What follows belongs to an exercise in optimizing a design on an open flow for small area; a production flow would make more cautious choices. In this exercise RTL edits were held to simulation tests only and were not proved equivalent to the original.

$ cat flow/run.sh
#!/bin/bash
# synth_recipe.tcl (not shown) runs the flow's synth.tcl, then flattens the netlist and writes it again
# the make line also repeats each setting of config.mk as NAME=value (left out here)
make -C /OpenROAD-flow-scripts/flow DESIGN_CONFIG=/design/flow/config.mk WORK_HOME=/design/flow/orfs CLKGATE_MAP_FILE= SYNTH_SCRIPT=/design/flow/synth_recipe.tcl finish
$ cat flow/config.mk
export PLATFORM = sky130hd
export DESIGN_NAME = fft16_top
export DESIGN_NICKNAME = fft16_top
export VERILOG_FILES = /design/flow/design.v
export SDC_FILE = /design/flow/constraint.sdc
export NUM_CORES = 4
export LEC_CHECK = 0
export CAP_MARGIN = 20
export CORE_MARGIN = 2
export CORE_UTILIZATION = 40
export GPL_ROUTABILITY_DRIVEN = 0
export GPL_TIMING_DRIVEN = 0
export SLEW_MARGIN = 20
$ cat flow/constraint.sdc
create_clock -name core_clock -period 10.0 [get_ports {clk}]
set_input_delay 2.0000 -clock core_clock [delete_from_list [all_inputs] [get_ports {clk}]]
set_output_delay 2.0000 -clock core_clock [all_outputs]
set_load 0.01 [all_outputs]
$ cat flow/design.v
`timescale 1ns / 1ps
module fft16_top(
    input clk,
    input rst,
    input [15:0] data_in,
    input [3:0] write_addr,
    input we,
    input [3:0] read_addr,
    input re,
    output [15:0] data_r,
    output [15:0] data_i
    );
    function [15:0] tr17; input [16:0] s; tr17 = {s[16], s[14:0]}; endfunction
    function [15:0] tr18; input [17:0] s; tr18 = {s[17], s[14:0]}; endfunction
    function [15:0] addsub;
        input [15:0] a, b; input sub;
        reg [16:0] s;
        begin
            s = {a[15], a} + ({b[15], b} ^ {17{sub}}) + {16'd0, sub};
            addsub = tr17(s);
        end
    endfunction
    function [15:0] add3;
        input [15:0] a, o1, o2; input c0, c1;
        reg [17:0] s;
        begin
            s = {{2{a[15]}}, a} + {{2{o1[15]}}, o1} + {{2{o2[15]}}, o2} + {17'd0, c0} + {17'd0, c1};
            add3 = tr18(s);
        end
    endfunction
    reg [15:0] x [0:15];
    genvar g;
    generate for (g = 0; g < 16; g = g + 1) begin : smem
        always @(posedge clk)
            if (we && write_addr == g) x[g] <= data_in;
    end endgenerate
    wire k0 = read_addr[0], k1 = read_addr[1], k2 = read_addr[2];
    wire [15:0] A [0:7];
    generate for (g = 0; g < 8; g = g + 1) begin : st1
        assign A[g] = addsub(x[g], x[g+8], k0);
    end endgenerate
    wire [15:0] Cr [0:1];
    wire [15:0] Ci [0:1];
    generate for (g = 0; g < 2; g = g + 1) begin : st3
        wire [15:0] a0 = A[g], a4 = A[g+4], a2 = A[g+2], a6 = A[g+6];
        wire min6 = (a6 == 16'h8000) & k0 & ~k1;
        wire min4 = (a4 == 16'h8000) & k0 & ~k1;
        wire [22:0] xs, xc, ys, yc;
        wire [22:0] xsum, ysum;
        wire [22:0] xss, xcc, yss, ycc;
        csa4x45 ux(a2, xss, xcc);
        csa4x45 uy(a6, yss, ycc);
        assign xs = k0 ? xss : {a2[15], a2, 6'b111111};
        assign xc = k0 ? xcc : {{a6[15], a6} ^ {17{k1}}, 5'b0, k1};
        assign ys = k0 ? yss : {a0[15], a0, 6'b111111};
        assign yc = k0 ? ycc : {{a4[15], a4} ^ {17{k1}}, 5'b0, k1};
        assign xsum = xs + xc;
        assign ysum = ys + yc;
        wire [15:0] xo = {k0 ? xsum[21] : xsum[22], xsum[20:6]};
        wire [15:0] yo = {k0 ? ysum[21] : ysum[22], ysum[20:6]} & {16{~min6}};
        wire nb = |a2[5:0], n6 = |a6[5:0] & ~min6;
        reg [15:0] pr, o1, o2, pi, o3, o4;
        reg c1, c2, c3, c4;
        always @* begin
            if (!k0) begin
                pr = yo;
                o1 = k1 ? 16'd0 : (xo ^ {16{k2}}); c1 = ~k1 & k2;
                o2 = 16'd0; c2 = 1'b0;
                pi = 16'd0;
                o3 = 16'd0; c3 = 1'b0;
                o4 = k1 ? (xo ^ {16{~k2}}) : 16'd0; c4 = k1 & ~k2;
            end else begin
                pr = a0;
                o1 = xo ^ {16{k1 ^ k2}};  c1 = k1 ? (k2 ? nb : ~nb) : k2;
                o2 = yo ^ {16{~(k1 ^ k2)}}; c2 = k1 ? (k2 ? ~n6 : n6) : ~k2;
                pi = k1 ? a4 : (min4 ? 16'd0 : ~a4);
                o3 = yo ^ {16{~k2}};  c3 = k2 ? n6 : ~n6;
                o4 = xo ^ {16{~k2}};  c4 = k2 ? nb : ~nb;
            end
        end
        wire ci_extra = k0 & ~k1 & ~min4;
        assign Cr[g] = add3(pr, o1, o2, c1, c2);
        wire [17:0] si = {{2{pi[15]}}, pi} + {{2{o3[15]}}, o3} + {{2{o4[15]}}, o4}
                       + {17'd0, c3} + {17'd0, c4} + {17'd0, ci_extra};
        assign Ci[g] = tr18(si);
    end endgenerate
    reg [15:0] ar4, ai4, br4, bi4;
    reg [3:0]  k4;
    always @(posedge clk)
        if (re) begin
            ar4 <= Cr[0]; ai4 <= Ci[0]; br4 <= Cr[1]; bi4 <= Ci[1];
            k4 <= read_addr;
        end
    wire odd4 = k4[0];
    wire [24:0] uar_s, uar_c, ubr_s, ubr_c, uai_s, uai_c, ubi_s, ubi_c;
    prodA pa_r(br4, odd4, uar_s, uar_c);
    prodA pa_i(bi4, odd4, uai_s, uai_c);
    prodB pb_r(br4, ubr_s, ubr_c);
    prodB pb_i(bi4, ubi_s, ubi_c);
    wire [24:0] uar = uar_s + uar_c, uai = uai_s + uai_c;
    wire [24:0] ubr = ubr_s + ubr_c, ubi = ubi_s + ubi_c;
    wire [15:0] har = uar[23:8], hai = uai[23:8], hbr = ubr[23:8], hbi = ubi[23:8];
    wire n6r = |br4[5:0], n7r = |br4[6:0], n6i = |bi4[5:0], n7i = |bi4[6:0];
    function [16:0] hsel;    
        input [1:0] cls; input [15:0] v, ha, hb; input n6, n7;
        case (cls)
        2'd1: hsel = {1'b0, v};
        2'd2: hsel = {n6, ha};
        2'd3: hsel = {n7, hb};
        default: hsel = 17'd0;
        endcase
    endfunction
    reg [1:0] cr, ci;    
    reg swr, swi;        
    always @* begin
        case (k4[2:0])
        3'd0: begin cr = 1; ci = 0; swr = 0; swi = 0; end
        3'd1: begin cr = 2; ci = 3; swr = 0; swi = 1; end
        3'd2: begin cr = 2; ci = 2; swr = 0; swi = 1; end
        3'd3: begin cr = 3; ci = 2; swr = 0; swi = 1; end
        3'd4: begin cr = 0; ci = 1; swr = 0; swi = 1; end
        3'd5: begin cr = 3; ci = 2; swr = 1; swi = 1; end
        3'd6: begin cr = 2; ci = 2; swr = 1; swi = 1; end
        default: begin cr = 2; ci = 3; swr = 1; swi = 1; end
        endcase
    end
    wire q4 = k4[3];
    wire [16:0] t1 = hsel(cr, br4, har, hbr, n6r, n7r);   
    wire [16:0] t2 = hsel(ci, bi4, hai, hbi, n6i, n7i);   
    wire [16:0] t3 = hsel(cr, bi4, hai, hbi, n6i, n7i);   
    wire [16:0] t4 = hsel(ci, br4, har, hbr, n6r, n7r);   
    wire s1 = swr ^ q4, s2 = swi ^ ~q4, s3 = swr ^ q4, s4 = swi ^ q4;
    wire [15:0] o1 = t1[15:0] ^ {16{s1}}, o2 = t2[15:0] ^ {16{s2}};
    wire [15:0] o3 = t3[15:0] ^ {16{s3}}, o4 = t4[15:0] ^ {16{s4}};
    wire c1 = s1 ^ (swr & t1[16]), c2 = s2 ^ (swi & t2[16]);
    wire c3 = s3 ^ (swr & t3[16]), c4 = s4 ^ (swi & t4[16]);
    assign data_r = add3(ar4, o1, o2, c1, c2);
    assign data_i = add3(ai4, o3, o4, c3, c4);
endmodule
module csa32 #(parameter W = 25) (input [W-1:0] x, y, z, output [W-1:0] s, c);
    assign s = x ^ y ^ z;
    assign c = {(x[W-2:0] & y[W-2:0]) | (z[W-2:0] & (x[W-2:0] | y[W-2:0])), 1'b0};
endmodule
module csa4x45 (input [15:0] v, output [22:0] s, output [22:0] c);
    wire [22:0] e = {{7{v[15]}}, v};
    wire [22:0] s1, c1;
    csa32 #(23) l1 (e << 5, e << 3, e << 2, s1, c1);
    csa32 #(23) l2 (s1, c1, e, s, c);
endmodule
module prodA (input [15:0] v, input odd, output [24:0] s, output [24:0] c);
    wire [24:0] e = {{9{v[15]}}, v};
    wire [24:0] ne = ~e;
    wire [24:0] r1 = {e[16:0], odd ? 8'd20 : 8'd80};
    wire [24:0] r3 = odd ? (ne << 2) : (e << 2);
    wire [24:0] r4 = odd ? 25'd0 : (ne << 6);
    wire [24:0] s1, c1;
    csa32 #(25) l1 (r1, ne << 4, r3, s1, c1);
    csa32 #(25) l2 (s1, c1, r4, s, c);
endmodule
module prodB (input [15:0] v, output [24:0] s, output [24:0] c);
    wire [24:0] e = {{9{v[15]}}, v};
    wire [24:0] ne = ~e;
    csa32 #(25) l1 ({e[17:0], 7'd32}, ne << 5, e << 1, s, c);
endmodule
==> results of run 1 <==
[flip-flops by register name (all words and copies together), names as in the netlist]
| signal | cells |
|---|---|
| ar4 | 16 |
| ai4 | 16 |
| x | 256 |
| k4 | 4 |
| br4 | 16 |
| bi4 | 16 |
[what timing repair did]
action                                  in CTS  in global routing
endpoints found under the setup margin      91                 43
setup buffers                               33                 51
gates resized for setup                    200                216
pin swaps                                   34                 75
[logic make-up (layout without fill, tap and decap cells)]
| logic type | after synthesis | in the layout | synth area share, % |
|---|---|---|---|
| XOR/XNOR | 704 | 704 | 14.62 |
| adder cells (fa/ha/maj) | 781 | 781 | 27.63 |
| AND/OR/NAND/NOR | 1078 | 1078 | 11.54 |
| multiplexers | 98 | 98 | 2.406 |
| AO/OA/AOI/OAI | 1056 | 1056 | 16.13 |
| buffers and inverters | 555 | 774 | 4.914 |
| flip-flops | 324 | 324 | 22.76 |
[how the worst max path moves through the flow]
| stage | start | to | slack, ns |
|---|---|---|---|
| after global placement | read_addr[0] | bi4[15] | -3.64 |
| after CTS | read_addr[0] | bi4[15] | -0.09 |
| after global routing | read_addr[0] | ai4[15] | -0.19 |
| after detailed placement | read_addr[0] | bi4[15] | -3.75 |
| after floorplan | read_addr[0] | bi4[15] | -0.06 |
| final | k4[0] | data_i[12] | -0.07 |
[through the flow]
stage	worst slack [ns]	instance area, sq um	setup TNS [ns]	hold WS (ns)
after CTS	-0.09011	47690	-0.2611	1.288
after detailed placement	-3.754	45400	-178.75	1.287
after global placement	-3.639	45110	-196.92	1.266
final	-0.06579	49110	-0.06579	1.326
after global routing	-0.1946	49110	-0.5490	1.384
after floorplan	-0.06224	42790	-0.06224	1.019
[synth_stat cells (all sizes together), types with 8 or more instances]
master	n	share of area (%)
ha	500	15
xnor2	421	8.6
inv	392	3.4
nor2	378	3.3
edfxtp	324	23
nand2	322	2.9
xor2	278	5.7
fa	274	13
a21oi	266	3.1
o21ai	262	3.1
clkbuf	101	0.89
a21o	72	1.3
nor3	72	0.84
nand3	67	0.78
mux2i	63	1.5
buf	59	0.56
o22ai	47	0.69
a22oi	45	0.79
nor2b	42	0.61
nand2b	39	0.57
a31oi	38	0.56
o21a	37	0.65
o21bai	37	0.65
a211oi	35	0.64
mux2	35	0.93
and2	34	0.50
o211ai	27	0.47
o221ai	26	0.53
and3	24	0.35
a21boi	22	0.39
or3	22	0.32
or2	19	0.28
a22o	14	0.29
nor4	13	0.23
o41ai	12	0.35
o22a	11	0.23
o31ai	11	0.29
a2111oi	10	0.29
a31o	10	0.20
nand4	10	0.16
a221oi	9	0.18
nand3b	8	0.14
nor3b	8	0.14
[layout make-up]
cell class              instances  area (sq um)
inverters                     395          1496
clock buffers                  38         908.4
fillers                     10080         56610
flip-flops and latches        324          9729
clock inverters                25         239.0
repair buffers                160          1460
well taps                    1391          1740
plain buffers                 156         815.8
multi-input cells            3717         32720
[metal layers]
metal,global-route usage (%),vias to the layer above,share of wire [%]
li1,-,16460,-
met1,32.32,16890,42
met2,40.97,1405,45
met3,3.108,357,6.8
met4,12.61,0,6.0
met5,0,-,0
[worst max-delay path: cells and delay by family, from the launching register on]
family / cells / cell delay (ns)
adders and majority gates: 6 / 2.49
AOI/OAI and AO/OA: 9 / 1.80
buffers and inverters: 6 / 1.32
and+or+nand+nor: 4 / 0.76
xor gates and xnor gates: 2 / 0.54
DFF: 1 / 0.42
muxes: 1 / 0.11
[cells in the final DEF, fill, tap and decap left out, types with 32 or more instances in the layout]
master           Yosys  routed
xnor2_1            420     374
mux2_2              34      34
fa_1               274     273
nand3_1             67      66
nand2_1            316     314
inv_1              388     382
nand2b_1            39      39
a21oi_2              1      32
nor3_1              72      61
nor2b_1             42      39
nor2_1             378     358
o21bai_1            37      34
buf_1               51      39
a21oi_1            265     229
o22ai_1             47      46
o21ai_0            258     229
ha_1               500     491
o21a_1              37      37
clkbuf_1           101      92
mux2i_1             63      62
and2_1              33      32
a21o_1              72      72
buf_4                3      95
edfxtp_1           324     324
clkbuf_16            0      37
xor2_1             277     249
xnor2_2              1      35
clkdlybuf4s50_1      0      44
a22oi_1             45      45
==> flow_summary_export.csv, run 1 <==
group,metric,value,unit
worst_setup_path,max_stage_delay,0.59,ns
worst_setup_path,rr_worst_depth,29,
timing,finClkSkew,0.03348,ns
hold_path,hp-start,"x[1][0]",
floorplan,start_util,40.44,%
clocking,cts_sinks,324,
clocking,cts_tree,"yes",
clocking,clockBufferDepth,3,
global_route,grt_pass1_wl,206.7,mm
hold_path,hold_depth,4,
clocking,ctsHtreeMaxLevel,2,
timing,relSlewSlack,19.82,%
timing,worst_slack,-0.06579,ns
cells_and_area,fin_nets,5591,
drt,dr_total_vias,35120,
timing,tightest_slew,1.203,ns
floorplan,die_w,330.9,um
placement,dp.cells,6062,
synth,synth_edf_count,324,
outcome,status,"failed layout checks",
hold_path,hold_end,"br4[0]",
synth,syn-num-nets,5398,
synth,postSynthCellCount,4596,
worst_setup_path,critPathRequiredTime,8.00,ns
synth,avgSynthCellArea,9.302,sq um
global_route,overflow,0,
clocking,cts_buffers,35,
cells_and_area,drive_above_1_share,10.97,%
drt,viasPerCell,5.658,
global_route,grt_antenna_before_repair,0,
drt,routed_wl,138.7,mm
worst_setup_path,worstReg2RegStart,"x[14][0]",
drt,drtIter0Drc,3085,
cells_and_area,fin_cells,6206,
outcome,violations,"negative setup slack",
worst_setup_path,rrSetupSlack,2.01,ns
clocking,root_buffer,"clkbuf_16",
hold_path,worst_hold_path_type,"flip-flop to flip-flop",
drt,ant_nets,0,
synth,ys_types,98,
placement,hpwl,110.6,mm
synth,syn_area,42750,sq um
global_route,grt_usage,24.94,%
drt,routedWlPerCell,22.35,um
worst_setup_path,start_kind,"flip-flop",
run,cap_violations,0,
worst_setup_path,worstPathArrival,8.07,ns
drt,drc,0,
clocking,clock_latency,0.59,ns
cells_and_area,area_growth,14.87,%
worst_setup_path,cp-end-kind,"output port",
floorplan,core_area,105700,sq um
worst_setup_path,worstPathMaxFanout,21,
worst_setup_path,slowest_stage,"clkdlybuf4s50_1",
floorplan,fp.dieArea,109500,sq um
synth,async_reset_ff_share,0,%
floorplan,die_h,330.9,um
drt,dr.pass1.iters,8,
global_route,grt_pass1_vias,34000,
cells_and_area,num_antenna_cells,0,
timing,finalMaxSlewViolations,0,
timing,min_period,10.07,ns
synth,synth-main-ff-cell,"edfxtp_1",
synth,ys_warn_count,2,
timing,rsz0062_at_grt,"true",
clocking,path_clk_slew,0.06,ns
worst_setup_path,crit_type,"flip-flop to output port",
timing,post-route-period-util,100.7,%
clocking,cts_hold_buf,0,
floorplan,ioPinCount,60,
cells_and_area,utilization,46.45,%
timing,setup_viol,1,
timing,hold_viol,0,
synth,ys_seq_elements,324,
placement,io_buffers,58,
synth,yosysSeqAreaShare,22.76,%
timing,timing.fmax,99.35,MHz
worst_setup_path,rr_endpoint,"ai4[15]",
global_route,grt_max_degree,62,
floorplan,rows,119,
==> run 2, diff against run 1 <==
--- a/flow/config.mk
+++ b/flow/config.mk
@@ -8,6 +8,4 @@
 export CAP_MARGIN = 20
 export CORE_MARGIN = 2
 export CORE_UTILIZATION = 40
-export GPL_ROUTABILITY_DRIVEN = 0
-export GPL_TIMING_DRIVEN = 0
 export SLEW_MARGIN = 20
==> flow_summary_export.csv, run 2 <==
group,metric,value,unit
synth,synth.top_cell.area_share,22.76,%
cells_and_area,area_growth,12.19,%
worst_setup_path,crit_type,"flip-flop to output port",
timing,post-route-period-util,96.59,%
synth,synthMuxAreaShare,2.406,%
global_route,grt_max_degree,97,
timing,rsz0062_at_grt,"true",
cells_and_area,fill_cells,10170,
synth,synth_area_leader_cell,"edfxtp_1",
global_route,grt_pass1_wl,181.8,mm
floorplan,start_util,40.44,%
clocking,ctsHtreeMaxLevel,2,
synth,yosysSeqAreaShare,22.76,%
placement,place_congestion,0.9226,
drt,routedWlPerCell,18.77,um
clocking,cts_hold_buf,0,
synth,synth_xor_area_share,14.62,%
clocking,path_clk_slew,0.06,ns
cells_and_area,utilization,45.37,%
cells_and_area,num_antenna_cells,0,
synth,ys_seq_elements,324,
synth,postSynthCellCount,4596,
timing,min_period,9.659,ns
synth,ys_types,98,
clocking,clock_latency,0.59,ns
drt,ant_nets,0,
floorplan,rows,119,
clocking,cts_tree,"yes",
clocking,clockBufferDepth,3,
floorplan,die_w,330.9,um
worst_setup_path,cp-end-kind,"output port",
global_route,overflow,0,
synth,syn-num-nets,5398,
drt,drtIter0Drc,2228,
cells_and_area,layout_commonest_cell,"ha_1",
synth,avgSynthCellArea,9.302,sq um
cells_and_area,top_register,"x",
clocking,cts_buffers,40,
synth,synthTopCellsByCount,"500 x ha_1, 420 x xnor2_1, 388 x inv_1",
cells_and_area,drive_above_1_share,9.273,%
cells_and_area,final_cell_mix,"499 x ha_1, 415 x xnor2_1, 388 x inv_1",
synth,synthAdderAreaFrac,27.63,%
placement,io_buffers,58,
drt,dr_total_vias,33300,
outcome,status,"no timing/DRC/antenna violations",
drt,drc,0,
clocking,root_buffer,"clkbuf_16",
timing,tightest_slew,1.096,ns
timing,fin_setup_tns,0,ns
floorplan,die_h,330.9,um
synth,synth-main-ff-cell,"edfxtp_1",
placement,hpwl,93.15,mm
worst_setup_path,worstPathMaxFanout,6,
timing,setup_viol,0,
clocking,cts_sinks,324,
synth,synth_edf_count,324,
hold_path,worst_hold_path_type,"flip-flop to flip-flop",
synth,synth_top_family_by_area,"adder cells",
synth,synth.top_cells.by_area,"edfxtp_1 23%, ha_1 15%, fa_1 13%, xnor2_1 8.6%, xor2_1 5.7%",
global_route,grt_antenna_before_repair,0,
timing,finClkSkew,0.02446,ns
global_route,grt_pass1_vias,32430,
synth,async_reset_ff_share,0,%
run,cap_violations,0,
synth,yosys.area_share.simple,11.54,%
cells_and_area,fin_nets,5573,
timing,hold_viol,0,
drt,dr.pass1.iters,5,
floorplan,ioPinCount,60,
worst_setup_path,worstPathArrival,7.66,ns
timing,finalMaxSlewViolations,0,
worst_setup_path,start_kind,"flip-flop",
drt,viasPerCell,5.380,
cells_and_area,largest_reg_flops,256,
synth,yosysMostFrequentCell,"ha_1",
global_route,grt_usage,21.08,%
drt,routed_wl,116.2,mm
floorplan,core_area,105700,sq um
floorplan,fp.dieArea,109500,sq um
synth,synth_compound_area_share,16.13,%
synth,syn_area,42750,sq um
worst_setup_path,critPathRequiredTime,8.00,ns
timing,relSlewSlack,26.38,%
synth,ys_warn_count,2,
timing,timing.fmax,103.5,MHz
==> run 2: cells by family after synthesis <==
logic type / Yosys count
fa+ha+maj: 781
compound gates: 1056
mux: 98
xor+xnor: 704
flops: 324
buf+inv: 555
simple gates: 1078
==> run 2: final timing paths <==
| kind | from | to | slack (ns) | cells after the start |
|---|---|---|---|---|
| min reg2reg | x[1][0] | br4[0] | 1.37 | 4 |
| max reg2reg | x[11][1] | bi4[15] | 1.79 | 31 |
| min | x[1][0] | br4[0] | 1.37 | 4 |
| max | k4[0] | data_r[11] | 0.34 | 27 |
==> run 2: final cells by class <==
class,count,area (sq um),share of cell area [%]
timing repair buffer,293,2431,5.069
clock inverter,25,306.5,0.6391
inverter,395,1488,3.102
multi-input combinational,3717,31230,65.11
tap,1391,1740,3.629
sequential,324,9729,20.29
clock buffer,45,1041,2.170
==> run 2: critical path, stage by stage (launching register included) <==
cell,delay [ns]
edfxtp_1,0.44
inv_4,0.16
ha_1,0.25
inv_1,0.07
fa_1,0.42
fa_1,0.49
inv_1,0.04
ha_1,0.35
and4_1,0.25
a2111oi_4,0.08
buf_4,0.17
a211oi_2,0.28
buf_4,0.20
o31a_1,0.19
nor2_1,0.07
xnor2_1,0.49
mux2i_1,0.14
a22oi_1,0.20
o21ai_0,0.26
xnor2_1,0.29
fa_1,0.46
ha_1,0.36
a211oi_2,0.29
nor2_1,0.11
o21a_1,0.18
nor2_1,0.11
xnor2_1,0.15
clkdlybuf4s50_1,0.58
==> run 2: timing repair <==
action | in CTS | in global routing
endpoints found under the hold margin | 0 | 0
endpoints found under the setup margin | 12 | 14
setup buffers | 1 | 7
gates resized for setup | 13 | 35
pin swaps | 1 | 8
==> run 2: per-layer routing <==
metal  wire (um)  global-route usage [%]
met1       55680                   29.90
met2       53010                   34.85
met4        2797                   5.092
met3        4672                   1.653
met5           0                       0
==> run 2: through the flow <==
| stage | hold WS (ns) | std cells | cell area (sq um) | setup WS (ns) |
|---|---|---|---|---|
| after CTS | 1.400 | 6183 | 47720 | 0.01418 |
| after floorplan | 1.019 | 4596 | 42790 | -0.06224 |
| after global routing | 1.452 | 6190 | 47960 | -0.05103 |
| after global placement | 1.389 | 6112 | 46310 | -0.05196 |
| after detailed placement | 1.368 | 6112 | 46310 | -0.08508 |
| final | 1.369 | 6190 | 47960 | 0.3411 |
==> run 3, diff against run 2 <==
--- a/flow/config.mk
+++ b/flow/config.mk
@@ -5,7 +5,7 @@
 export SDC_FILE = /design/flow/constraint.sdc
 export NUM_CORES = 4
 export LEC_CHECK = 0
-export CAP_MARGIN = 20
+export CAP_MARGIN = 5
 export CORE_MARGIN = 2
 export CORE_UTILIZATION = 40
-export SLEW_MARGIN = 20
+export SLEW_MARGIN = 5
==> flow_summary_export.csv, run 3 <==
group,metric,value,unit
floorplan,ioPinCount,60,
floorplan,core_area,105700,sq um
clocking,clockBufferDepth,3,
worst_setup_path,max_stage_delay,0.58,ns
timing,tightest_slew,1.096,ns
placement,place_congestion,0.9226,
timing,post-route-period-util,96.59,%
global_route,grt_pass1_wl,181.8,mm
timing,relSlewSlack,26.38,%
drt,drtIter0Drc,2228,
cells_and_area,final_cell_mix,"499 x ha_1, 415 x xnor2_1, 388 x inv_1",
synth,yosysSeqAreaShare,22.76,%
synth,synth_area_leader_cell,"edfxtp_1",
run,cap_violations,0,
global_route,grt_usage,21.08,%
worst_setup_path,slowest_stage,"clkdlybuf4s50_1",
cells_and_area,area_growth,12.19,%
cells_and_area,largest_reg_flops,256,
timing,rsz0062_at_grt,"true",
worst_setup_path,cp-end-kind,"output port",
clocking,path_clk_slew,0.06,ns
timing,setup_viol,0,
worst_setup_path,worstPathMaxFanout,6,
placement,dp_slack,-0.08508,ns
synth,synth.top_cells.by_area,"edfxtp_1 23%, ha_1 15%, fa_1 13%, xnor2_1 8.6%, xor2_1 5.7%",
cells_and_area,top_register,"x",
drt,viasPerCell,5.380,
timing,finClkSkew,0.02446,ns
hold_path,worst_hold_path_type,"flip-flop to flip-flop",
synth,ys_warn_count,2,
synth,synth.top_cell.area_share,22.76,%
floorplan,die_h,330.9,um
synth,avgSynthCellArea,9.302,sq um
global_route,grt_max_degree,97,
timing,finalMaxSlewViolations,0,
drt,ant_nets,0,
clocking,clock_latency,0.59,ns
placement,hpwl,93.15,mm
synth,synth-main-ff-cell,"edfxtp_1",
synth,ys_seq_elements,324,
timing,timing.fmax,103.5,MHz
drt,routedWlPerCell,18.77,um
cells_and_area,fin_nets,5573,
drt,dr_total_vias,33300,
clocking,cts_buffers,40,
worst_setup_path,crit_type,"flip-flop to output port",
global_route,grt_pass1_vias,32430,
drt,dr.pass1.iters,5,
timing,hold_ws,1.369,ns
worst_setup_path,timing.critical_path.buf_inv,6,
global_route,overflow,0,
worst_setup_path,worstPathArrival,7.66,ns
floorplan,start_util,40.44,%
cells_and_area,fin_area,47960,sq um
drt,drc,0,
outcome,status,"no timing/DRC/antenna violations",
cells_and_area,layout_commonest_cell,"ha_1",
worst_setup_path,start_kind,"flip-flop",
worst_setup_path,critPathRequiredTime,8.00,ns
floorplan,die_w,330.9,um
floorplan,rows,119,
synth,syn-num-nets,5398,
synth,yosysMostFrequentCell,"ha_1",
floorplan,fp.dieArea,109500,sq um
worst_setup_path,crit_family,"adder cells",
synth,synth_edf_count,324,
clocking,cts_tree,"yes",
drt,routed_wl,116.2,mm
timing,min_period,9.659,ns
synth,postSynthCellCount,4596,
cells_and_area,num_antenna_cells,0,
placement,io_buffers,58,
clocking,ctsHtreeMaxLevel,2,
placement,placedInstanceArea,46310,sq um
global_route,grt_antenna_before_repair,0,
timing,worst_slack,0.3411,ns
clocking,root_buffer,"clkbuf_16",
clocking,cts_sinks,324,
timing,hold_viol,0,
clocking,cts_hold_buf,0,
synth,synthTopCellsByCount,"500 x ha_1, 420 x xnor2_1, 388 x inv_1",
synth,async_reset_ff_share,0,%
cells_and_area,drive_above_1_share,9.273,%
synth,syn_area,42750,sq um
synth,ys_types,98,
[run 3: cell counts after synthesis]
No cell type changed its count.
[run 3: cell families (layout without fill, tap and decap cells)]
logic type	after synthesis	after routing	synth area share, %
and+or+nand+nor	1078	1078	11.54
buffers and inverters	555	758	4.914
muxes	98	98	2.406
AOI/OAI and AO/OA	1056	1056	16.13
DFF	324	324	22.76
adders and majority gates	781	781	27.63
xor gates and xnor gates	704	704	14.62
[run 3: worst reg2reg max path: cells and delay by family (launching register included)]
| kind | cells | cell delay (ns) |
|---|---|---|
| AOI/OAI and AO/OA | 12 | 2.84 |
| adders and majority gates | 7 | 2.74 |
| xor gates and xnor gates | 3 | 0.58 |
| and+or+nand+nor | 5 | 0.55 |
| buffers and inverters | 3 | 0.50 |
| DFF | 1 | 0.38 |
| muxes | 1 | 0.36 |
[run 3: final cells by class]
type	instances	area (sq um)
fillers	10170	57750
multi-input cells	3717	31230
flip-flops and latches	324	9729
repair buffers	293	2431
well taps	1391	1740
inverters	395	1488
clock buffers	45	1041
clock inverters	25	306.5
[run 3: through the flow]
stage	cells	util, %	setup TNS (ns)
finish	6190	45.37	0
global route	6190	45.37	-0.06184
CTS	6183	45.14	0
detailed placement	6112	43.80	-0.08550
global placement	6112	43.80	-0.05196
floorplan	4596	-	-0.06224
[run 3: worst paths after layout]
kind	from	endpoint	slack (ns)	cells past startpoint
worst max-delay path	k4[0]	data_r[11]	0.34	27
worst min-delay path	x[1][0]	br4[0]	1.37	4
worst max register to register	x[11][1]	bi4[15]	1.79	31
worst min register to register	x[1][0]	br4[0]	1.37	4
[run 3: metal layers]
metal	GRT usage [%]	part of all wire, %
met4	5.092	2.4
met5	0	0
met2	34.85	46
met3	1.653	4.0
met1	29.90	48
[run 3: what timing repair did]
| action | in CTS | in global routing |
|---|---|---|
| pin swaps | 1 | 8 |
| setup endpoints to repair | 12 | 14 |
| gates cloned | 0 | 0 |
| gates resized for setup | 13 | 35 |
| buffers inserted | 1 | 7 |
==> run 4, diff against run 3 <==
==> flow/config.mk (replaced) <==
export PLATFORM = sky130hd
export DESIGN_NAME = fft16_top
export DESIGN_NICKNAME = fft16_top
export VERILOG_FILES = /design/flow/design.v
export SDC_FILE = /design/flow/constraint.sdc
export NUM_CORES = 4
export LEC_CHECK = 0
export CAP_MARGIN = 20
export CORE_MARGIN = 2
export CORE_UTILIZATION = 60
export CTS_BUF_LIST = sky130_fd_sc_hd__clkbuf_4 sky130_fd_sc_hd__clkbuf_8
export SLEW_MARGIN = 20
==> flow_summary_export.csv, run 4 <==
group,metric,value,unit
clocking,clockBufferDepth,3,
hold_path,hold_depth,4,
drt,ant_nets,0,
clocking,path_clk_slew,0.07,ns
floorplan,ioPinCount,60,
drt,drc,0,
synth,ys_warn_count,2,
cells_and_area,top_register,"x",
floorplan,rows,97,
worst_setup_path,worstPathArrival,7.74,ns
placement,hpwl,92.30,mm
global_route,grt_usage,31.33,%
worst_setup_path,max_stage_delay,0.57,ns
synth,yosysMostFrequentCell,"ha_1",
drt,dr_total_vias,33720,
floorplan,die_h,270.9,um
cells_and_area,drive_above_1_share,10.88,%
timing,post-route-period-util,97.40,%
global_route,grt_max_degree,88,
drt,routed_wl,115.9,mm
drt,dr.pass1.iters,5,
drt,routedWlPerCell,20.00,um
timing,setup_viol,0,
hold_path,hold_end,"br4[0]",
timing,timing.fmax,102.7,MHz
synth,synth.top_cells.by_area,"edfxtp_1 23%, ha_1 15%, fa_1 13%, xnor2_1 8.6%, xor2_1 5.7%",
worst_setup_path,crit_type,"flip-flop to output port",
placement,place_congestion,0.9890,
floorplan,fp.dieArea,73400,sq um
worst_setup_path,critPathRequiredTime,8.00,ns
cells_and_area,fin_nets,5614,
clocking,clock_latency,0.67,ns
hold_path,worst_hold_path_type,"flip-flop to flip-flop",
placement,dp.cells,5687,
clocking,root_buffer,"clkbuf_8",
cells_and_area,fin_cells,5794,
clocking,cts_tree,"yes",
synth,synthTopCellsByCount,"500 x ha_1, 420 x xnor2_1, 388 x inv_1",
placement,io_buffers,58,
worst_setup_path,worstReg2RegStart,"x[15][0]",
synth,ys_types,98,
floorplan,die_w,270.9,um
global_route,grt_pass1_wl,180.2,mm
timing,finClkSkew,0.05181,ns
floorplan,core_area,70270,sq um
synth,synth-main-ff-cell,"edfxtp_1",
clocking,cts_hold_buf,0,
synth,postSynthCellCount,4596,
drt,drtIter0Drc,2250,
synth,async_reset_ff_share,0,%
global_route,grt_antenna_before_repair,1,
global_route,grt_pass1_vias,32470,
worst_setup_path,rrSetupSlack,1.74,ns
run,cap_violations,0,
cells_and_area,final_cell_mix,"495 x ha_1, 412 x xnor2_1, 388 x inv_1",
worst_setup_path,cpMostUsedCell,"fa_1",
timing,finalMaxSlewViolations,0,
synth,syn-num-nets,5398,
clocking,ctsHtreeMaxLevel,2,
drt,viasPerCell,5.819,
worst_setup_path,rr_endpoint,"bi4[14]",
clocking,cts_buffers,52,
synth,ys_seq_elements,324,
global_route,overflow,0,
synth,synth_edf_count,324,
outcome,status,"no timing/DRC/antenna violations",
worst_setup_path,rr_worst_depth,33,
cells_and_area,layout_commonest_cell,"ha_1",
clocking,cts_sinks,324,
floorplan,start_util,60.84,%
synth,synth.top_cell.area_share,22.76,%
hold_path,hp-start,"x[1][0]",
synth,yosysSeqAreaShare,22.76,%
worst_setup_path,cp-end-kind,"output port",
timing,min_period,9.740,ns
cells_and_area,area_growth,11.22,%
timing,tightest_slew,1.029,ns
cells_and_area,fin_area,47550,sq um
synth,avgSynthCellArea,9.302,sq um
placement,placedInstanceArea,45900,sq um
synth,syn_area,42750,sq um
synth,synth_area_leader_cell,"edfxtp_1",
cells_and_area,largest_reg_flops,256,
timing,hold_viol,0,
worst_setup_path,slowest_stage,"clkdlybuf4s50_1",
worst_setup_path,start_kind,"flip-flop",
timing,relSlewSlack,30.69,%
worst_setup_path,worstPathMaxFanout,20,
-- run 4: logic make-up (layout without fill, tap and decap cells) --
kind of cell / Yosys count / count (layout) / share of synthesized area [%]
compound gates: 1056 / 1056 / 16.13
xor+xnor: 704 / 704 / 14.62
fa+ha+maj: 781 / 781 / 27.63
buf+inv: 555 / 812 / 4.914
flops: 324 / 324 / 22.76
mux: 98 / 98 / 2.406
other cells: 0 / 1 / 0
simple gates: 1078 / 1078 / 11.54
-- run 4: how the worst max path moves through the flow --
stage | from | endpoint | slack [ns] | cells past startpoint
floorplan | read_addr[0] | bi4[15] | -0.06 | 34
global placement | read_addr[0] | ai4[15] | -0.25 | 33
detailed placement | read_addr[0] | ai4[15] | -0.33 | 33
CTS | k4[0] | data_r[14] | 0.003 | 27
global route | k4[0] | data_i[15] | -0.05 | 25
finish | k4[0] | data_i[10] | 0.26 | 31
-- run 4: per-stage QoR --
| stage | setup TNS, ns | hold slack, ns | setup slack [ns] | util [%] |
|---|---|---|---|---|
| after global routing | -0.07042 | 1.387 | -0.05455 | 67.66 |
| after floorplan | -0.06224 | 1.019 | -0.06224 | - |
| after global placement | -0.2796 | 1.199 | -0.2538 | 65.32 |
| final | 0 | 1.255 | 0.2598 | 67.66 |
| after detailed placement | -0.6380 | 1.229 | -0.3251 | 65.32 |
| after CTS | 0 | 1.264 | 0.002577 | 67.12 |
-- run 4: cell type report --
class,instances,area [sq um]
Multi-Input combinational cell,3717,31420
Fill cell,5789,22730
Sequential cell,324,9729
Timing Repair Buffer,322,2626
Inverter,395,1489
Tap cell,940,1176
Clock buffer,67,828.3
Clock inverter,28,271.5
Antenna cell,1,2.502
-- run 4: layer usage --
metal  vias up  wire length, um  track usage [%]
met5         -                0                0
met4         0             5771            13.61
li1      16510                -                -
met3       208             5245            2.414
met2       915            53520            52.17
met1     16090            51320            42.02
-- run 4: repair_timing --
item / CTS / global route
setup buffers: 1 / 9
pin swaps: 4 / 14
gates cloned: 0 / 1
resized for setup: 34 / 56
setup endpoints to repair: 10 / 18
-- run 4: worst max-delay path, delay by kind of cell, from the launching register on --
family | cells | cell delay [ns]
fa+ha+maj | 6 | 2.46
compound gates | 10 | 1.49
flops | 1 | 0.43
xor+xnor | 3 | 0.42
buf+inv | 8 | 1.48
simple gates | 4 | 0.77
==> run 5, diff against run 4 <==
==> flow/flow/run.sh (new file) <==
#!/bin/bash
set -euo pipefail
here="$(pwd)"
rm -rf "$here/orfs_scripts"
cp -r "$FLOW_HOME/scripts" "$here/orfs_scripts"
cp "$here/flow/abc.script" "$here/orfs_scripts/abc_speed.script"
export SCRIPTS_DIR="$here/orfs_scripts"
bash standard.sh > "$here/standard.log" 2>&1
==> flow/flow/abc.script (new file) <==
strash
dch
map -a
topo
stime -c
buffer -c
upsize -c
dnsize -c
==> flow/standard.sh (new file) <==
#!/bin/bash
# synth_recipe.tcl (not shown) runs the flow's synth.tcl, then flattens the netlist and writes it again
# the make line also repeats each setting of config.mk as NAME=value (left out here)
make -C /OpenROAD-flow-scripts/flow DESIGN_CONFIG=/design/flow/config.mk WORK_HOME=/design/flow/orfs CLKGATE_MAP_FILE= SYNTH_SCRIPT=/design/flow/synth_recipe.tcl "${@:-finish}"
--- a/flow/config.mk
+++ b/flow/config.mk
@@ -7,6 +7,5 @@
 export LEC_CHECK = 0
 export CAP_MARGIN = 20
 export CORE_MARGIN = 2
-export CORE_UTILIZATION = 60
-export CTS_BUF_LIST = sky130_fd_sc_hd__clkbuf_4 sky130_fd_sc_hd__clkbuf_8
+export CORE_UTILIZATION = 40
 export SLEW_MARGIN = 20
removed: flow/run.sh
==> flow_summary_export.csv, run 5 <==
group,metric,value,unit
outcome,status,"no timing/DRC/antenna violations",
drt,dr.pass1.iters,5,
cells_and_area,drive_above_1_share,7.495,%
worst_setup_path,cp-end-kind,"output port",
synth,synth.top_cells.by_area,"edfxtp_1 23%, ha_1 15%, fa_1 13%, xor2_1 11%, a21oi_1 5.9%",
floorplan,die_w,326.7,um
timing,post-route-period-util,95.33,%
cells_and_area,final_cell_mix,"631 x inv_1, 524 x xor2_1, 500 x ha_1",
worst_setup_path,crit_family,"adder cells",
worst_setup_path,timing.critical_path.buf_inv,5,
global_route,grt_max_degree,182,
timing,finClkSkew,0.02820,ns
synth,postSynthCellCount,4829,
synth,synth.top_cell.area_share,23.35,%
placement,io_buffers,58,
global_route,grt_pass1_vias,32280,
cells_and_area,top_register,"x",
clocking,path_clk_slew,0.06,ns
drt,ant_nets,0,
timing,relSlewSlack,35.34,%
global_route,overflow,0,
worst_setup_path,start_kind,"flip-flop",
timing,hold_viol,0,
cells_and_area,fill_cells,10190,
timing,hold_ws,1.335,ns
drt,drtIter0Drc,2304,
placement,dp_slack,0.01063,ns
worst_setup_path,worstReg2RegStart,"x[10][0]",
timing,rsz0062_at_grt,"true",
timing,min_period,9.533,ns
placement,place_congestion,0.9461,
drt,drc,0,
synth,syn-num-nets,5631,
cells_and_area,fin_area,46350,sq um
worst_setup_path,max_stage_delay,0.58,ns
hold_path,hold_end,"bi4[0]",
worst_setup_path,rr_endpoint,"ai4[15]",
synth,ys_warn_count,2,
placement,hpwl,92.34,mm
synth,syn_area,41660,sq um
worst_setup_path,rrSetupSlack,1.96,ns
cells_and_area,utilization,44.85,%
synth,ys_types,76,
clocking,root_buffer,"clkbuf_16",
timing,timing.fmax,104.9,MHz
clocking,clock_latency,0.59,ns
floorplan,ioPinCount,60,
hold_path,hp-start,"x[5][14]",
hold_path,hold_depth,6,
worst_setup_path,slowest_stage,"clkdlybuf4s50_1",
floorplan,rows,118,
floorplan,core_area,103300,sq um
clocking,clockBufferDepth,3,
global_route,grt_antenna_before_repair,0,
hold_path,worst_hold_path_type,"flip-flop to flip-flop",
global_route,grt_pass1_wl,180.0,mm
synth,yosysSeqAreaShare,23.35,%
worst_setup_path,crit_type,"flip-flop to output port",
synth,synth_edf_count,324,
drt,dr_total_vias,33140,
drt,routed_wl,113.9,mm
placement,placedInstanceArea,44960,sq um
cells_and_area,layout_commonest_cell,"inv_1",
worst_setup_path,worstPathMaxFanout,12,
synth,avgSynthCellArea,8.627,sq um
drt,viasPerCell,5.180,
cells_and_area,num_antenna_cells,0,
worst_setup_path,cpMostUsedCell,"fa_1",
synth,yosysMostFrequentCell,"inv_1",
global_route,grt_usage,21.27,%
synth,synthTopCellsByCount,"637 x inv_1, 526 x xor2_1, 500 x ha_1",
timing,finalMaxSlewViolations,0,
worst_setup_path,worstPathArrival,7.53,ns
synth,synth-main-ff-cell,"edfxtp_1",
cells_and_area,fin_nets,5792,
worst_setup_path,critPathRequiredTime,8.00,ns
worst_setup_path,rr_worst_depth,38,
clocking,ctsHtreeMaxLevel,2,
cells_and_area,largest_reg_flops,256,
drt,routedWlPerCell,17.81,um
timing,setup_viol,0,
cells_and_area,area_growth,11.25,%
clocking,cts_tree,"yes",
synth,ys_seq_elements,324,
clocking,cts_buffers,38,
floorplan,start_util,40.31,%
clocking,cts_sinks,324,
floorplan,fp.dieArea,106700,sq um
synth,synth_area_leader_cell,"edfxtp_1",
floorplan,die_h,326.7,um
timing,tightest_slew,0.9668,ns
run,cap_violations,0,
synth,async_reset_ff_share,0,%
timing,worst_slack,0.4667,ns
[run 5: per-layer routing]
metal | vias to the layer above | GRT usage (%) | wire, um
met5 | - | 0 | 0
met4 | 0 | 5.395 | 2823
met3 | 110 | 1.876 | 5080
met2 | 769 | 34.77 | 51760
met1 | 15570 | 30.27 | 54250
li1 | 16680 | - | -
[run 5: metrics by stage]
stage | TNS, ns | std cells
CTS | 0 | 6386
global route | -0.01892 | 6397
finish | 0 | 6397
global placement | 0 | 6319
floorplan | 0 | 4829
detailed placement | 0 | 6319
[run 5: area by class of cell]
class,instances,area (sq um),area share [%]
inverter,651,2459,5.305
clock inverter,19,279.0,0.6020
multi-input combinational,3711,28990,62.54
sequential,324,9729,20.99
timing repair buffer,264,2180,4.703
clock buffer,48,988.4,2.133
tap,1380,1727,3.726
[run 5: timing repair]
item	CTS	global route
gates resized for setup	2	12
hold buffers	0	0
setup endpoints to repair	1	3
buffers inserted	0	10
pin swaps	0	1
[run 5: logic make-up after synthesis]
group / Yosys count / share of synthesized area [%]
multiplexers: 8 / 0.1922
AND/OR/NAND/NOR: 1176 / 11.94
XOR/XNOR: 625 / 13.25
AO/OA/AOI/OAI: 1128 / 15.80
adder cells (fa/ha/maj): 774 / 28.18
flip-flops: 324 / 23.35
buffers and inverters: 794 / 7.286
[run 5: worst reg2reg max path: cells and delay by family (launching register included)]
family	cells	cell delay [ns]
and+or+nand+nor	7	0.85
buffers and inverters	4	0.29
xor gates and xnor gates	4	0.66
DFF	1	0.42
adders and majority gates	7	2.83
AOI/OAI and AO/OA	16	2.75
[run 5: worst max-delay path by stage]
stage / to / cells after the start / slack, ns / startpoint
3_5_place_dp: bi4[15] / 42 / 0.01 / read_addr[0]
4_1_cts: data_i[15] / 27 / 0.01 / k4[0]
5_1_grt: data_i[14] / 29 / -0.02 / bi4[6]
6_report: data_i[14] / 28 / 0.47 / k4[0]
2_1_floorplan: ai4[15] / 41 / 0.09 / read_addr[0]
3_3_place_gp: bi4[15] / 42 / 0.06 / read_addr[0]
==> run 6, diff against run 5 <==
==> flow/flow/abc.script (replaced) <==
strash
dc2
dch -f
amap
topo
stime -c
buffer -c
upsize -c
dnsize -c
--- a/flow/config.mk
+++ b/flow/config.mk
@@ -8,4 +8,6 @@
 export CAP_MARGIN = 20
 export CORE_MARGIN = 2
 export CORE_UTILIZATION = 40
+export CTS_CLUSTER_DIAMETER = 80
+export CTS_CLUSTER_SIZE = 30
 export SLEW_MARGIN = 20
==> flow_summary_export.csv, run 6 <==
group,metric,value,unit
global_route,grt_pass1_vias,33910,
clocking,cts_hold_buf,0,
clocking,cts_tree,"yes",
cells_and_area,largest_reg_flops,256,
worst_setup_path,worstPathMaxFanout,5,
synth,yosysMostFrequentCell,"nor2_1",
timing,hold_ws,1.376,ns
drt,dr_total_vias,34560,
worst_setup_path,start_kind,"input port",
floorplan,rows,113,
global_route,grt_pass1_wl,179.9,mm
global_route,grt_use_met2,42.04,%
synth,synthTopCellsByCount,"699 x nor2_1, 580 x inv_1, 500 x ha_1",
synth,synthAdderAreaFrac,30.85,%
timing,worst_slack,-0.2412,ns
cells_and_area,layout_commonest_cell,"buf_4",
timing,finClkSkew,0.03722,ns
synth,avgSynthCellArea,8.659,sq um
placement,place_congestion,0.9049,
synth,synth_top_family_by_area,"adder cells",
synth,ys_seq_elements,324,
timing,relSlewSlack,25.91,%
timing,min_period,10.24,ns
timing,timing.fmax,97.64,MHz
placement,hpwl,91.99,mm
floorplan,start_util,40.24,%
synth,async_reset_ff_share,0,%
timing,tightest_slew,1.108,ns
synth,ys_warn_count,2,
global_route,use_met3,1.752,%
cells_and_area,final_cell_mix,"929 x buf_4, 623 x nor2_1, 550 x inv_1",
hold_path,hold_depth,6,
floorplan,fp.dieArea,97650,sq um
worst_setup_path,rr_endpoint,"bi4[15]",
hold_path,hp-start,"x[1][0]",
worst_setup_path,max_stage_delay,0.48,ns
floorplan,core_area,94590,sq um
worst_setup_path,critPathRequiredTime,10.34,ns
worst_setup_path,crit_type,"input port to flip-flop",
drt,viasPerCell,5.275,
clocking,clock_latency,0.60,ns
timing,post-route-period-util,102.4,%
synth,synth_compound_area_share,23.07,%
global_route,grt_usage,23.34,%
cells_and_area,num_antenna_cells,0,
synth,yosysSeqAreaShare,25.56,%
worst_setup_path,rrSetupSlack,0.91,ns
floorplan,die_w,312.5,um
global_route,grt_antenna_before_repair,4,
outcome,status,"failed layout checks",
clocking,cts_sinks,324,
cells_and_area,fin_nets,6072,
hold_path,hold_end,"br4[0]",
clocking,cts_buffers,22,
global_route,overflow,0,
timing,rsz0062_at_grt,"true",
worst_setup_path,rr_worst_depth,45,
clocking,clockBufferDepth,3,
global_route,grt_max_degree,136,
synth,syn_area,38070,sq um
synth,synth_xor_area_share,0.04602,%
cells_and_area,top_register,"x",
worst_setup_path,worstPathArrival,10.58,ns
synth,ys_types,63,
synth,synth-main-ff-cell,"edfxtp_1",
clocking,root_buffer,"clkbuf_16",
global_route,busiest_layer,"met2",
drt,drc,0,
worst_setup_path,cp-end-kind,"flip-flop",
floorplan,die_h,312.5,um
floorplan,ioPinCount,60,
synth,synth.top_cells.by_area,"edfxtp_1 26%, ha_1 16%, fa_1 14%, nor2_1 6.9%, a21oi_1 6.2%",
cells_and_area,drive_above_1_share,27.34,%
drt,dr.pass1.iters,8,
cells_and_area,area_growth,31.32,%
timing,hold_viol,0,
synth,synth_edf_count,324,
synth,synth.top_cell.area_share,25.56,%
worst_setup_path,slowest_stage,"fa_1",
synth,syn-num-nets,5198,
global_route,use_met1,29.93,%
synth,synth_area_leader_cell,"edfxtp_1",
worst_setup_path,critical_path.startpoint,"read_addr[0]",
placement,io_buffers,58,
synth,postSynthCellCount,4396,
drt,routedWlPerCell,17.80,um
outcome,violations,"negative setup slack",
drt,ant_nets,0,
timing,setup_viol,4,
cells_and_area,utilization,52.85,%
synth,yosys.area_share.simple,13.10,%
clocking,path_clk_slew,0.10,ns
hold_path,worst_hold_path_type,"flip-flop to flip-flop",
synth,synthMuxAreaShare,0,%
clocking,ctsHtreeMaxLevel,1,
drt,routed_wl,116.6,mm
worst_setup_path,worstReg2RegStart,"x[15][1]",
timing,finalMaxSlewViolations,0,
drt,drtIter0Drc,2003,
run,cap_violations,0,
worst_setup_path,cpMostUsedCell,"o21a_1",
-- run 6: per-stage QoR --
| step | cells | setup slack, ns | TNS, ns | area, sq um |
|---|---|---|---|---|
| finish | 6551 | -0.2412 | -0.4019 | 49990 |
| global route | 6551 | -0.6619 | -3.642 | 49990 |
| CTS | 6488 | -0.1726 | -0.4397 | 48080 |
| detailed placement | 6431 | -1.136 | -11.44 | 46690 |
| global placement | 6431 | -1.008 | -9.581 | 46690 |
| floorplan | 4396 | -0.4515 | -1.212 | 38590 |
-- run 6: routing by layer --
metal | part of all wire, % | up-vias | routed length (um)
met5 | 0 | - | 0
met4 | 2.9 | 0 | 3412
met3 | 4.0 | 164 | 4660
met2 | 49 | 700 | 57660
met1 | 44 | 16400 | 50900
li1 | - | 17290 | -
-- run 6: timing repair --
item / 4_1_cts / 5_1_grt
pin swaps: 42 / 243
resized for setup: 92 / 372
cloned: 3 / 1
setup endpoints to repair: 19 / 30
buffers inserted: 14 / 67
-- run 6: worst max-delay path: cells and delay by family --
kind / cells / cell delay, ns
and+or+nand+nor: 11 / 1.42
adders and majority gates: 7 / 2.47
buffers and inverters: 8 / 0.96
AOI/OAI and AO/OA: 21 / 3.73
-- run 6: cell families (layout without fill, tap and decap cells) --
group / after synthesis / count (layout)
AOI/OAI and AO/OA: 1361 / 1361
xor gates and xnor gates: 2 / 2
adders and majority gates: 774 / 774
buffers and inverters: 748 / 1638
DFF: 324 / 324
and+or+nand+nor: 1187 / 1187
-- run 6: layout make-up --
class	instances	area, sq um
clock buffers	24	579.3
multi-input cells	3324	27650
clock inverters	16	290.3
inverters	591	2226
well taps	1265	1583
repair buffers	1007	7926
fillers	8627	44600
flip-flops and latches	324	9729
-- run 6: how the worst max path moves through the flow --
stage / to / slack (ns)
floorplan: ai4[15] / -0.45
global placement: bi4[15] / -1.01
detailed placement: ai4[15] / -1.14
CTS: bi4[15] / -0.17
global route: bi4[15] / -0.66
finish: bi4[15] / -0.24
==> run 7, diff against run 6 <==
--- a/flow/design.v
+++ b/flow/design.v
@@ -45,15 +45,13 @@
         wire [15:0] a0 = A[g], a4 = A[g+4], a2 = A[g+2], a6 = A[g+6];
         wire min6 = (a6 == 16'h8000) & k0 & ~k1;
         wire min4 = (a4 == 16'h8000) & k0 & ~k1;
-        wire [22:0] xs, xc, ys, yc;
-        wire [22:0] xsum, ysum;
-        wire [22:0] xss, xcc, yss, ycc;
-        csa4x45 ux(a2, xss, xcc);
-        csa4x45 uy(a6, yss, ycc);
-        assign xs = k0 ? xss : {a2[15], a2, 6'b111111};
-        assign xc = k0 ? xcc : {{a6[15], a6} ^ {17{k1}}, 5'b0, k1};
-        assign ys = k0 ? yss : {a0[15], a0, 6'b111111};
-        assign yc = k0 ? ycc : {{a4[15], a4} ^ {17{k1}}, 5'b0, k1};
+        wire [17:0] x3 = {a2[15], a2, 1'b0} + {{2{a2[15]}}, a2};
+        wire [17:0] y3 = {a6[15], a6, 1'b0} + {{2{a6[15]}}, a6};
+        wire [22:0] xs, xc, ys, yc, xsum, ysum;
+        assign xs = k0 ? {{1{x3[17]}}, x3, 4'b0001} : {a2[15], a2, 6'b111111};
+        assign xc = k0 ? ~{{5{x3[17]}}, x3} : {{a6[15], a6} ^ {17{k1}}, 5'b0, k1};
+        assign ys = k0 ? {{1{y3[17]}}, y3, 4'b0001} : {a0[15], a0, 6'b111111};
+        assign yc = k0 ? ~{{5{y3[17]}}, y3} : {{a4[15], a4} ^ {17{k1}}, 5'b0, k1};
         assign xsum = xs + xc;
         assign ysum = ys + yc;
         wire [15:0] xo = {k0 ? xsum[21] : xsum[22], xsum[20:6]};
@@ -141,12 +139,6 @@
     assign s = x ^ y ^ z;
     assign c = {(x[W-2:0] & y[W-2:0]) | (z[W-2:0] & (x[W-2:0] | y[W-2:0])), 1'b0};
 endmodule
-module csa4x45 (input [15:0] v, output [22:0] s, output [22:0] c);
-    wire [22:0] e = {{7{v[15]}}, v};
-    wire [22:0] s1, c1;
-    csa32 #(23) l1 (e << 5, e << 3, e << 2, s1, c1);
-    csa32 #(23) l2 (s1, c1, e, s, c);
-endmodule
 module prodA (input [15:0] v, input odd, output [24:0] s, output [24:0] c);
     wire [24:0] e = {{9{v[15]}}, v};
     wire [24:0] ne = ~e;
--- a/flow/config.mk
+++ b/flow/config.mk
@@ -8,6 +8,4 @@
 export CAP_MARGIN = 20
 export CORE_MARGIN = 2
 export CORE_UTILIZATION = 40
-export CTS_CLUSTER_DIAMETER = 80
-export CTS_CLUSTER_SIZE = 30
 export SLEW_MARGIN = 20
==> flow_summary_export.csv, run 7 <==
group,metric,value,unit
timing,hold_ws,1.152,ns
floorplan,ioPinCount,60,
worst_setup_path,rr_worst_depth,56,
global_route,grt_pass1_vias,33070,
worst_setup_path,worstReg2RegStart,"x[11][0]",
placement,dp.cells,6487,
clocking,root_buffer,"clkbuf_16",
floorplan,core_area,93470,sq um
timing,tightest_slew,1.106,ns
floorplan,rows,112,
cells_and_area,drive_above_1_share,24.85,%
outcome,status,"failed layout checks",
synth,synth.top_cell.area_share,25.73,%
synth,yosysMostFrequentCell,"nor2_1",
clocking,ctsHtreeMaxLevel,2,
drt,dr.pass1.iters,8,
drt,drc,0,
timing,relSlewSlack,26.07,%
hold_path,hp-start,"x[0][0]",
synth,postSynthCellCount,4539,
placement,io_buffers,58,
synth,avgSynthCellArea,8.330,sq um
synth,synthTopCellsByCount,"675 x nor2_1, 611 x inv_1, 523 x ha_1",
cells_and_area,area_growth,29.71,%
clocking,clockBufferDepth,3,
cells_and_area,layout_commonest_cell,"buf_4",
worst_setup_path,cpMostUsedCell,"nand2_1",
clocking,cts_sinks,324,
floorplan,die_w,311.5,um
worst_setup_path,worstPathMaxFanout,7,
timing,min_period,10.20,ns
timing,finClkSkew,0.03839,ns
clocking,cts_tree,"yes",
synth,syn_area,37810,sq um
timing,worst_slack,-0.1974,ns
worst_setup_path,crit_type,"input port to flip-flop",
clocking,cts_buffers,37,
worst_setup_path,worstPathArrival,10.61,ns
outcome,violations,"negative setup slack",
cells_and_area,utilization,52.47,%
clocking,clock_latency,0.59,ns
floorplan,fp.dieArea,97000,sq um
global_route,grt_pass1_wl,173.7,mm
hold_path,worst_hold_path_type,"flip-flop to flip-flop",
timing,setup_viol,2,
drt,routedWlPerCell,16.79,um
synth,async_reset_ff_share,0,%
timing,post-route-period-util,102.0,%
synth,ys_types,67,
global_route,grt_max_degree,75,
drt,viasPerCell,5.234,
worst_setup_path,rr_endpoint,"bi4[15]",
drt,ant_nets,0,
timing,timing.fmax,98.06,MHz
drt,routed_wl,111.1,mm
synth,synth-main-ff-cell,"edfxtp_1",
placement,place_congestion,0.9175,
timing,finalMaxSlewViolations,0,
timing,hold_viol,0,
worst_setup_path,max_stage_delay,0.59,ns
global_route,grt_antenna_before_repair,4,
synth,ys_warn_count,2,
synth,synth_edf_count,324,
floorplan,die_h,311.5,um
worst_setup_path,critPathRequiredTime,10.41,ns
global_route,overflow,0,
run,cap_violations,0,
drt,drtIter0Drc,1944,
timing,fin_setup_tns,-0.3401,ns
worst_setup_path,cp-end-kind,"flip-flop",
cells_and_area,fin_cells,6615,
cells_and_area,final_cell_mix,"841 x buf_4, 615 x nor2_1, 588 x inv_1",
synth,yosysSeqAreaShare,25.73,%
synth,synth_area_leader_cell,"edfxtp_1",
drt,dr_total_vias,34620,
worst_setup_path,slowest_stage,"fa_1",
timing,rsz0062_at_grt,"true",
synth,ys_seq_elements,324,
clocking,path_clk_slew,0.06,ns
cells_and_area,top_register,"x",
cells_and_area,largest_reg_flops,256,
cells_and_area,fill_cells,8591,
worst_setup_path,rrSetupSlack,1.09,ns
global_route,grt_usage,22.38,%
clocking,cts_hold_buf,0,
hold_path,hold_end,"ar4[0]",
floorplan,start_util,40.45,%
placement,hpwl,87.39,mm
hold_path,hold_depth,4,
synth,syn-num-nets,5292,
synth,synth.top_cells.by_area,"edfxtp_1 26%, ha_1 17%, fa_1 11%, nor2_1 6.7%, a21oi_1 6.2%",
cells_and_area,fin_nets,6088,
worst_setup_path,start_kind,"input port",
[run 7: final cells by class]
class	instances	area [sq um]	share of cell area (%)
multi-input combinational	3435	27140	55.34
sequential	324	9729	19.84
timing repair buffer	917	7164	14.61
inverter	620	2341	4.773
tap	1254	1569	3.199
clock buffer	44	952.2	1.941
clock inverter	20	145.1	0.2959
antenna	1	2.502	0.005102
[run 7: what timing repair did]
| action | CTS | global route |
|---|---|---|
| resized for setup | 96 | 317 |
| pin swaps | 29 | 128 |
| setup buffers | 17 | 48 |
| hold endpoints to repair | 0 | 0 |
| endpoints found under the setup margin | 12 | 29 |
[run 7: worst max-delay path by stage]
stage / start / to / slack [ns] / depth (start not counted)
after floorplan: read_addr[0] / ai4[15] / -0.63 / 53
after global placement: read_addr[0] / bi4[14] / -0.94 / 43
after detailed placement: read_addr[0] / bi4[14] / -0.99 / 44
after CTS: read_addr[0] / ai4[15] / -0.14 / 52
after global routing: read_addr[0] / ai4[15] / -0.75 / 56
final: read_addr[0] / bi4[15] / -0.20 / 58
[run 7: kinds of logic (layout without fill, tap and decap cells)]
family | Yosys count | in the layout | synth area share [%]
AO/OA/AOI/OAI | 1454 | 1454 | 24.39
AND/OR/NAND/NOR | 1255 | 1255 | 14.07
buffers and inverters | 780 | 1601 | 7.780
adder cells (fa/ha/maj) | 725 | 725 | 28.00
flip-flops | 324 | 324 | 25.73
XOR/XNOR | 1 | 1 | 0.02317
other | 0 | 1 | 0
[run 7: routing by layer]
metal | track usage [%] | wire (um) | up-vias
li1 | - | - | 17670
met1 | 30.29 | 51400 | 16170
met2 | 37.84 | 51850 | 636
met3 | 2.096 | 4223 | 152
met4 | 6.697 | 3574 | 2
met5 | 0 | 20 | -
[run 7: critical path, delay by kind of cell]
kind | cells | cell delay [ns]
fa+ha+maj | 6 | 2.22
compound gates | 16 | 2.58
buf+inv | 9 | 0.78
simple gates | 27 | 3.00
[run 7: stage by stage]
stage / instance area (sq um) / worst slack, ns
final: 49040 / -0.1974
after global routing: 49040 / -0.7531
after CTS: 47440 / -0.1441
after detailed placement: 45930 / -0.9911
after global placement: 45930 / -0.9395
after floorplan: 38430 / -0.6276

re-timing with driven ports:
Ports are ideal in the flow. The routed layouts listed here were re-timed in OpenROAD. Step 1 sets driving cells, clkbuf_16 on the clock port and buf_2 on the other inputs (assumed; they add their load-dependent delay and slew). Step 2 moves the port delays by t, midway between the first and last clock arrival at a register: inputs arrive t later, outputs are due t later. That takes back most of the time a late clock gives input paths. a / b / c = no drivers / after step 1 / after step 2; a / b = the first two.
| run | t, ns | setup WS [ns] | worst slew at a driven data input, ns |
|---|---|---|---|
| run 1 | 0.633 | -0.066 / -0.130 / -0.513 | 0.06 |
| run 2 | 0.641 | 0.341 / 0.276 / -0.137 | 0.05 |
| run 3 | 0.641 | 0.341 / 0.276 / -0.137 | 0.05 |
| run 4 | 0.697 | 0.260 / 0.200 / -0.147 | 0.05 |
| run 5 | 0.645 | 0.467 / 0.397 / 0.076 | 0.05 |
| run 6 | 0.643 | -0.241 / -0.423 / -1.065 | 0.32 |
| run 7 | 0.636 | -0.197 / -0.191 / -0.827 | 0.13 |
Met with ideal ports but missed after step 2: setup timing in run 2, run 3 and run 4. The setup slack of run 6, which loses most, moves by -0.182 ns with the drivers and by -0.824 ns with both steps.
